This is an optimization exercise on Yosys and OpenROAD, whose aim is small area and a short achievable clock period, not a production implementation. In this exercise RTL edits were held to simulation tests only and were not proved equivalent to the original. Power is estimated from default activity; no workload was simulated.

Design bist, start of the top module:
module bist #(
  parameter int size   = 6,
  parameter int length = 8
) (
  input  logic              start,
  input  logic              rst,
  input  logic              clk,
  input  logic              csin,
  input  logic              rwbarin,
  input  logic              opr,
  input  logic [size-1:0]   address,
  input  logic [length-1:0] datain,
  output logic [length-1:0] dataout,
  output logic              fail
);
export LEC_CHECK = 0
export CAP_MARGIN = 20
export CORE_MARGIN = 2
export CORE_UTILIZATION = 40
export CTS_CLUSTER_DIAMETER = 80
export CTS_CLUSTER_SIZE = 24
export SETUP_SLACK_MARGIN = 2.2
export SLEW_MARGIN = 20
export SYNTH_HIERARCHICAL = 1
export SYNTH_MINIMUM_KEEP_SIZE = 0
create_clock -name core_clock -period 4.5 [get_ports {clk}]
standard.sh (not shown) runs the stock make flow with config.mk's settings and CLKGATE_MAP_FILE= SYNTH_SCRIPT=/design/flow/synth_recipe.tcl, a recipe that flattens the netlist after the stock synthesis.
==> flow/flow/run.sh <==
#!/bin/bash
# Layout flow: the standard flow (standard.sh), with two changes after
# the standard synthesis:
#  - the port buffers are plain buffers (buf_4) instead of the delay cells
#    buffer_ports picks by default;
#  - the delay cells are not used by repair, so no path gets a delay cell
#    as a buffer.
# Each step's output goes to a log of its own in this folder (ORFS also
# keeps its per-step logs under orfs/logs).
set -euo pipefail

bash standard.sh synth > synth.log 2>&1

export BUFFER_PORTS_ARGS="-buffer_cell sky130_fd_sc_hd__buf_4"
export DONT_USE_CELLS="sky130_fd_sc_hd__dlygate4sd1_1 sky130_fd_sc_hd__dlygate4sd2_1 sky130_fd_sc_hd__dlygate4sd3_1 sky130_fd_sc_hd__clkdlybuf4s15_1 sky130_fd_sc_hd__clkdlybuf4s15_2 sky130_fd_sc_hd__clkdlybuf4s18_1 sky130_fd_sc_hd__clkdlybuf4s18_2 sky130_fd_sc_hd__clkdlybuf4s25_1 sky130_fd_sc_hd__clkdlybuf4s25_2 sky130_fd_sc_hd__clkdlybuf4s50_1 sky130_fd_sc_hd__clkdlybuf4s50_2 sky130_fd_sc_hd__dlymetal6s2s_1 sky130_fd_sc_hd__dlymetal6s4s_1 sky130_fd_sc_hd__dlymetal6s6s_1"

bash standard.sh floorplan > floorplan.log 2>&1
bash standard.sh place > place.log 2>&1
bash standard.sh cts > cts.log 2>&1
bash standard.sh route > route.log 2>&1
bash standard.sh finish > finish.log 2>&1
Change:
Settings changed: SETUP_SLACK_MARGIN 2.2 to 2.27.
The new run completed with no timing, DRC or antenna violations.
Wire length fell by 2.6%.
Synthesized cell count stays the same.
Area after synthesis does not change.
Cell count came out higher by 0.41%.
Clock power falls by 9.3%.
Final area stays flat.
Die area is unchanged.
Sequential cell count does not change.
Fmax stays flat.
Global-route usage decreases by 0.38 points.
Register-to-register slack gains 0.11 ns.

========
The RTL this note starts from:
==> flow/design.v <==
module bist #(
  parameter int size   = 6,
  parameter int length = 8
) (
  input  logic              start,
  input  logic              rst,
  input  logic              clk,
  input  logic              csin,
  input  logic              rwbarin,
  input  logic              opr,
  input  logic [size-1:0]   address,
  input  logic [length-1:0] datain,
  output logic [length-1:0] dataout,
  output logic              fail
);
  logic             NbarT;              
  logic             nrm;                
  logic             nrm_l, nrm_h;       
  logic [9:0]       q;
  logic             cout;
  logic [7:0]       tlo_n, thi_n;       
  logic             wt;                 
  logic             endt;               
  logic             kt;                 
  logic [63:0][7:0] ram;                
  logic [7:0]       rd_n;               
  logic [7:0]       rd_t;               
  logic             s63;                
  function automatic logic [7:0] pattern(input logic [2:0] p);
    case (p)
      3'd0: pattern = 8'hAA;
      3'd1: pattern = 8'h55;
      3'd2: pattern = 8'hF0;
      3'd3: pattern = 8'h0F;
      3'd4: pattern = 8'h00;
      3'd5: pattern = 8'hFF;
      3'd6: pattern = 8'h33;
      default: pattern = 8'hCC;
    endcase
  endfunction
  logic [7:0] data_t;
  logic [7:0] d;
  logic       we;
  assign d  = nrm ? datain : data_t;
  assign we = wt | (nrm & csin & ~rwbarin);
  logic       mode_next, cout_next;
  logic [9:0] q_next, q_next1;
  always_comb begin
    if (rst) mode_next = 1'b0;
    else if (!NbarT) mode_next = start;
    else if (cout) mode_next = 1'b0;
    else mode_next = 1'b1;
    q_next    = NbarT ? q + 10'd1 : 10'd0;
    q_next1   = q_next + 10'd1;
    cout_next = NbarT && (q == 10'h3FF);
  end
  logic to_n, to_t;
  assign to_n = rst | endt | (nrm & ~start);
  assign to_t = ~rst & kt;
  logic gn, gt, byn, byt;
  assign gn  = ~we & to_n;
  assign gt  = ~we & to_t;
  assign byn = we & to_n;
  assign byt = we & to_t;
  logic [5:0] an;                       
  for (genvar k = 0; k < 6; k++) begin : g_lit
    inv u_an (.a(address[k]), .y(an[k]));
  end
  logic nrm_l_d, nrm_h_d;
  inv u_nl (.a(mode_next), .y(nrm_l_d));
  inv u_nh (.a(mode_next), .y(nrm_h_d));
  logic [7:0] mlo_n, mhi_n;             
  for (genvar j = 0; j < 8; j++) begin : g_match
    nand4 u_ml (.a(nrm_l), .b(j[0] ? address[0] : an[0]), .c(j[1] ? address[1] : an[1]),
                .d(j[2] ? address[2] : an[2]), .y(mlo_n[j]));
    nand4 u_mh (.a(nrm_h), .b(j[0] ? address[3] : an[3]), .c(j[1] ? address[4] : an[4]),
                .d(j[2] ? address[5] : an[5]), .y(mhi_n[j]));
  end
  logic [15:0] lo_r, lo_w;              
  logic       gn_n, gt_n, we_n;
  assign gn_n = ~gn;
  assign gt_n = ~gt;
  assign we_n = ~we;
  logic [7:0] hin, hit, hiw;
  for (genvar j = 0; j < 8; j++) begin : g_sel
    nand2 u_r0 (.a(mlo_n[j]), .b(tlo_n[j]), .y(lo_r[j]));
    nand2 u_r1 (.a(mlo_n[j]), .b(tlo_n[j]), .y(lo_r[8+j]));
    nand2 u_w0 (.a(mlo_n[j]), .b(tlo_n[j]), .y(lo_w[j]));
    nand2 u_w1 (.a(mlo_n[j]), .b(tlo_n[j]), .y(lo_w[8+j]));
    aoi21 u_hn (.a(mhi_n[j]), .b(thi_n[j]), .c(gn_n), .y(hin[j]));
    aoi21 u_ht (.a(mhi_n[j]), .b(thi_n[j]), .c(gt_n), .y(hit[j]));
    aoi21 u_hw (.a(mhi_n[j]), .b(thi_n[j]), .c(we_n), .y(hiw[j]));
  end
  logic [63:0] de, den;
  for (genvar w = 0; w < 64; w++) begin : g_de
    and2  u_de  (.a(hiw[w/8]), .b(lo_w[(w/32)*8 + w%8]), .y(de[w]));
    nand2 u_den (.a(hiw[w/8]), .b(lo_w[(w/32)*8 + w%8]), .y(den[w]));
  end
  logic [63:0][7:0] ram_d;
  for (genvar w = 0; w < 64; w++) begin : g_hold
    for (genvar b = 0; b < 8; b++) begin : g_bit
      hold u_h (.s(de[w]), .sn(den[w]), .d(d[b]), .q(ram[w][b]), .y(ram_d[w][b]));
    end
  end
  always_ff @(posedge clk) ram <= ram_d;
  logic [7:0] grp [0:7];
  for (genvar i = 0; i < 8; i++) begin : g_grp
    for (genvar b = 0; b < 8; b++) begin : g_bit
      ao8 u_ao (.s(lo_r[(i/4)*8 +: 8]),
                .m({ram[8*i+7][b], ram[8*i+6][b], ram[8*i+5][b], ram[8*i+4][b],
                    ram[8*i+3][b], ram[8*i+2][b], ram[8*i+1][b], ram[8*i][b]}),
                .y(grp[i][b]));
    end
  end
  logic [7:0] rn_next, rt_next, bn;
  always_comb begin
    bn = d & {8{byn}};
  end
  for (genvar b = 0; b < 8; b++) begin : g_rd
    ao8b u_n (.s(hin),
              .m({grp[7][b], grp[6][b], grp[5][b], grp[4][b],
                  grp[3][b], grp[2][b], grp[1][b], grp[0][b]}),
              .b(bn[b]), .y(rn_next[b]));
    ao8  u_t (.s(hit),
              .m({grp[7][b], grp[6][b], grp[5][b], grp[4][b],
                  grp[3][b], grp[2][b], grp[1][b], grp[0][b]}),
              .y(rt_next[b]));
  end
  always_ff @(posedge clk) begin
    NbarT <= mode_next;
    nrm   <= ~mode_next;
    q     <= q_next;
    cout  <= cout_next;
    wt    <= mode_next & ~q_next[6];
    endt  <= mode_next & cout_next;
    kt    <= mode_next & ~cout_next & q_next1[6];
    for (int j = 0; j < 8; j++) begin
      tlo_n[j] <= !(mode_next && (q_next[2:0] == j[2:0]));
      thi_n[j] <= !(mode_next && (q_next[5:3] == j[2:0]));
    end
    rd_n <= rn_next;
    rd_t   <= rt_next;
    data_t <= pattern(q_next[9:7]);
    nrm_l  <= nrm_l_d;
    nrm_h  <= nrm_h_d;
    s63    <= byt;
  end
  logic [7:0] on, rd_t_n, w63_n;
  for (genvar b = 0; b < 8; b++) begin : g_out
    inv   u_i (.a(rd_t[b]), .y(rd_t_n[b]));
    nand2 u_w (.a(s63), .b(ram[63][b]), .y(w63_n[b]));
    nand3 u_a (.a(csin), .b(rwbarin), .c(rd_n[b]), .y(on[b]));
    nand3 u_o (.a(on[b]), .b(rd_t_n[b]), .c(w63_n[b]), .y(dataout[b]));
  end
  logic [7:0] test_out;                 
  assign test_out = rd_t | (ram[63] & {8{s63}});
  always_ff @(posedge clk) begin
    if (rst) fail <= 1'b0;
    else if (opr && NbarT && (rwbarin || q[6]) && (test_out != data_t)) fail <= 1'b1;
  end
endmodule
module inv (input logic a, output logic y);
  assign y = ~a;
endmodule
module aoi21 (input logic a, b, c, output logic y);
  assign y = ~((a & b) | c);
endmodule
module ao8 (
  input  logic [7:0] s,
  input  logic [7:0] m,
  output logic       y
);
  assign y = |(s & m);
endmodule
module ao8b (
  input  logic [7:0] s,
  input  logic [7:0] m,
  input  logic       b,
  output logic       y
);
  logic [3:0] x;
  aoi22  u_x0 (.a(s[0]), .b(m[0]), .c(s[1]), .d(m[1]), .y(x[0]));
  aoi22  u_x1 (.a(s[2]), .b(m[2]), .c(s[3]), .d(m[3]), .y(x[1]));
  aoi22  u_x2 (.a(s[4]), .b(m[4]), .c(s[5]), .d(m[5]), .y(x[2]));
  aoi221 u_x3 (.a(s[6]), .b(m[6]), .c(s[7]), .d(m[7]), .e(b), .y(x[3]));
  nand4  u_y  (.a(x[0]), .b(x[1]), .c(x[2]), .d(x[3]), .y(y));
endmodule
module aoi22 (input logic a, b, c, d, output logic y);
  assign y = ~((a & b) | (c & d));
endmodule
module aoi221 (input logic a, b, c, d, e, output logic y);
  assign y = ~((a & b) | (c & d) | e);
endmodule
module nand4 (input logic a, b, c, d, output logic y);
  assign y = ~(a & b & c & d);
endmodule
module and2 (input logic a, b, output logic y);
  assign y = a & b;
endmodule
module nand3 (input logic a, b, c, output logic y);
  assign y = ~(a & b & c);
endmodule
module hold (input logic s, sn, d, q, output logic y);
  assign y = (s & d) | (sn & q);
endmodule
module nand2 (input logic a, b, output logic y);
  assign y = ~(a & b);
endmodule
==> flow/config.mk <==
export PLATFORM = sky130hd
export DESIGN_NAME = bist
export DESIGN_NICKNAME = bist
export VERILOG_FILES = /design/flow/design.v
export SDC_FILE = /design/flow/constraint.sdc
export NUM_CORES = 4
export LEC_CHECK = 0
export CAP_MARGIN = 20
export CORE_MARGIN = 2
export CORE_UTILIZATION = 40
export CTS_CLUSTER_DIAMETER = 80
export CTS_CLUSTER_SIZE = 24
export PLACE_DENSITY = 0.75
export SETUP_SLACK_MARGIN = 2.3
export SLEW_MARGIN = 20
export SYNTH_HIERARCHICAL = 1
export SYNTH_MINIMUM_KEEP_SIZE = 0
==> flow/constraint.sdc <==
create_clock -name core_clock -period 4.5 [get_ports {clk}]
set_input_delay 0.9000 -clock core_clock [delete_from_list [all_inputs] [get_ports {clk}]]
set_output_delay 0.9000 -clock core_clock [all_outputs]
set_load 0.01 [all_outputs]
Scripts as last shown in full above: flow/flow/run.sh
Next try:
CORE_UTILIZATION = 60   (was 40)
PLACE_DENSITY = unset   (was 0.75)
=>
- via count barely changes
- final area shrinks slightly
- maximum frequency stays flat
- global-route usage grows by 13 points
Next try:
CORE_UTILIZATION = 40   (was 60)
Effect: The changed run ran to the end with no violations. Wire length rose by roughly a tenth. Final area rose by a few percent. Worst setup slack gains 28 ps. Synthesized cell count stays the same. Global-route usage fell by 11 points. Synthesized area does not change. Core utilization fell by 23 points. Critical path depth is unchanged. Clock skew rose by 8.1 ps.
Next try:
SETUP_SLACK_MARGIN = 2.27   (was 2.3)
Effect:
- The new run passed the timing, DRC and antenna checks
- clock skew climbs by 9.1 ps
- count of clock-buffer cells in the layout rose by 1
- global-route usage falls by 0.35 points
- area after synthesis is unchanged
- cell area fell by 0.69%
- register-to-register slack gets better by 90 ps
- sequential cell count stays the same
- setup slack got worse by 50 ps
- power decreases by about 0.36%
- routed wire length falls by about 6%

## re-timing with driven ports
How much do the figures lean on ideal ports? The routed layouts below were timed once more, with nothing changed but the port constraints.
Step 1 sets driving cells, clkbuf_16 on the clock port and buf_2 on the other inputs (assumed; they add their load-dependent delay and slew).
Step 2 moves the port delays by t, midway between the first and last clock arrival at a register: inputs arrive t later, outputs are due t later. That takes back most of the time a late clock gives input paths.
Three values: ideal, step 1, step 2; two values: the first two.
| run | t, ns | setup slack, ns | worst setup path after step 2 | latest minus earliest clock arrival (ns) | worst data-port slew with drivers (ns) |
|---|---|---|---|---|---|
| the first run of note 1 | 0.671 | 2.171 / 2.136 / 1.582 | input to register | 0.029 / 0.029 | 0.09 |
| the second run of note 1 | 0.660 | 2.166 / 2.116 / 1.607 | input to register | 0.028 / 0.028 | 0.06 |
| the first run of note 2 | 0.644 | 2.175 / 2.036 / 1.429 | input to register | 0.024 / 0.024 | 0.19 |
| the second run of note 2 | 0.660 | 2.171 / 2.113 / 1.615 | input to register | 0.020 / 0.020 | 0.08 |
| the third run of note 2 | 0.664 | 2.199 / 2.133 / 1.608 | input to register | 0.026 / 0.026 | 0.10 |
| the fourth run of note 2 | 0.681 | 2.149 / 2.022 / 1.593 | input to register | 0.040 / 0.041 | 0.19 |
After both steps setup and hold are still met in every run listed. The setup slack of the first run of note 2, which loses most, moves by -0.139 ns with the drivers and by -0.746 ns with both steps.
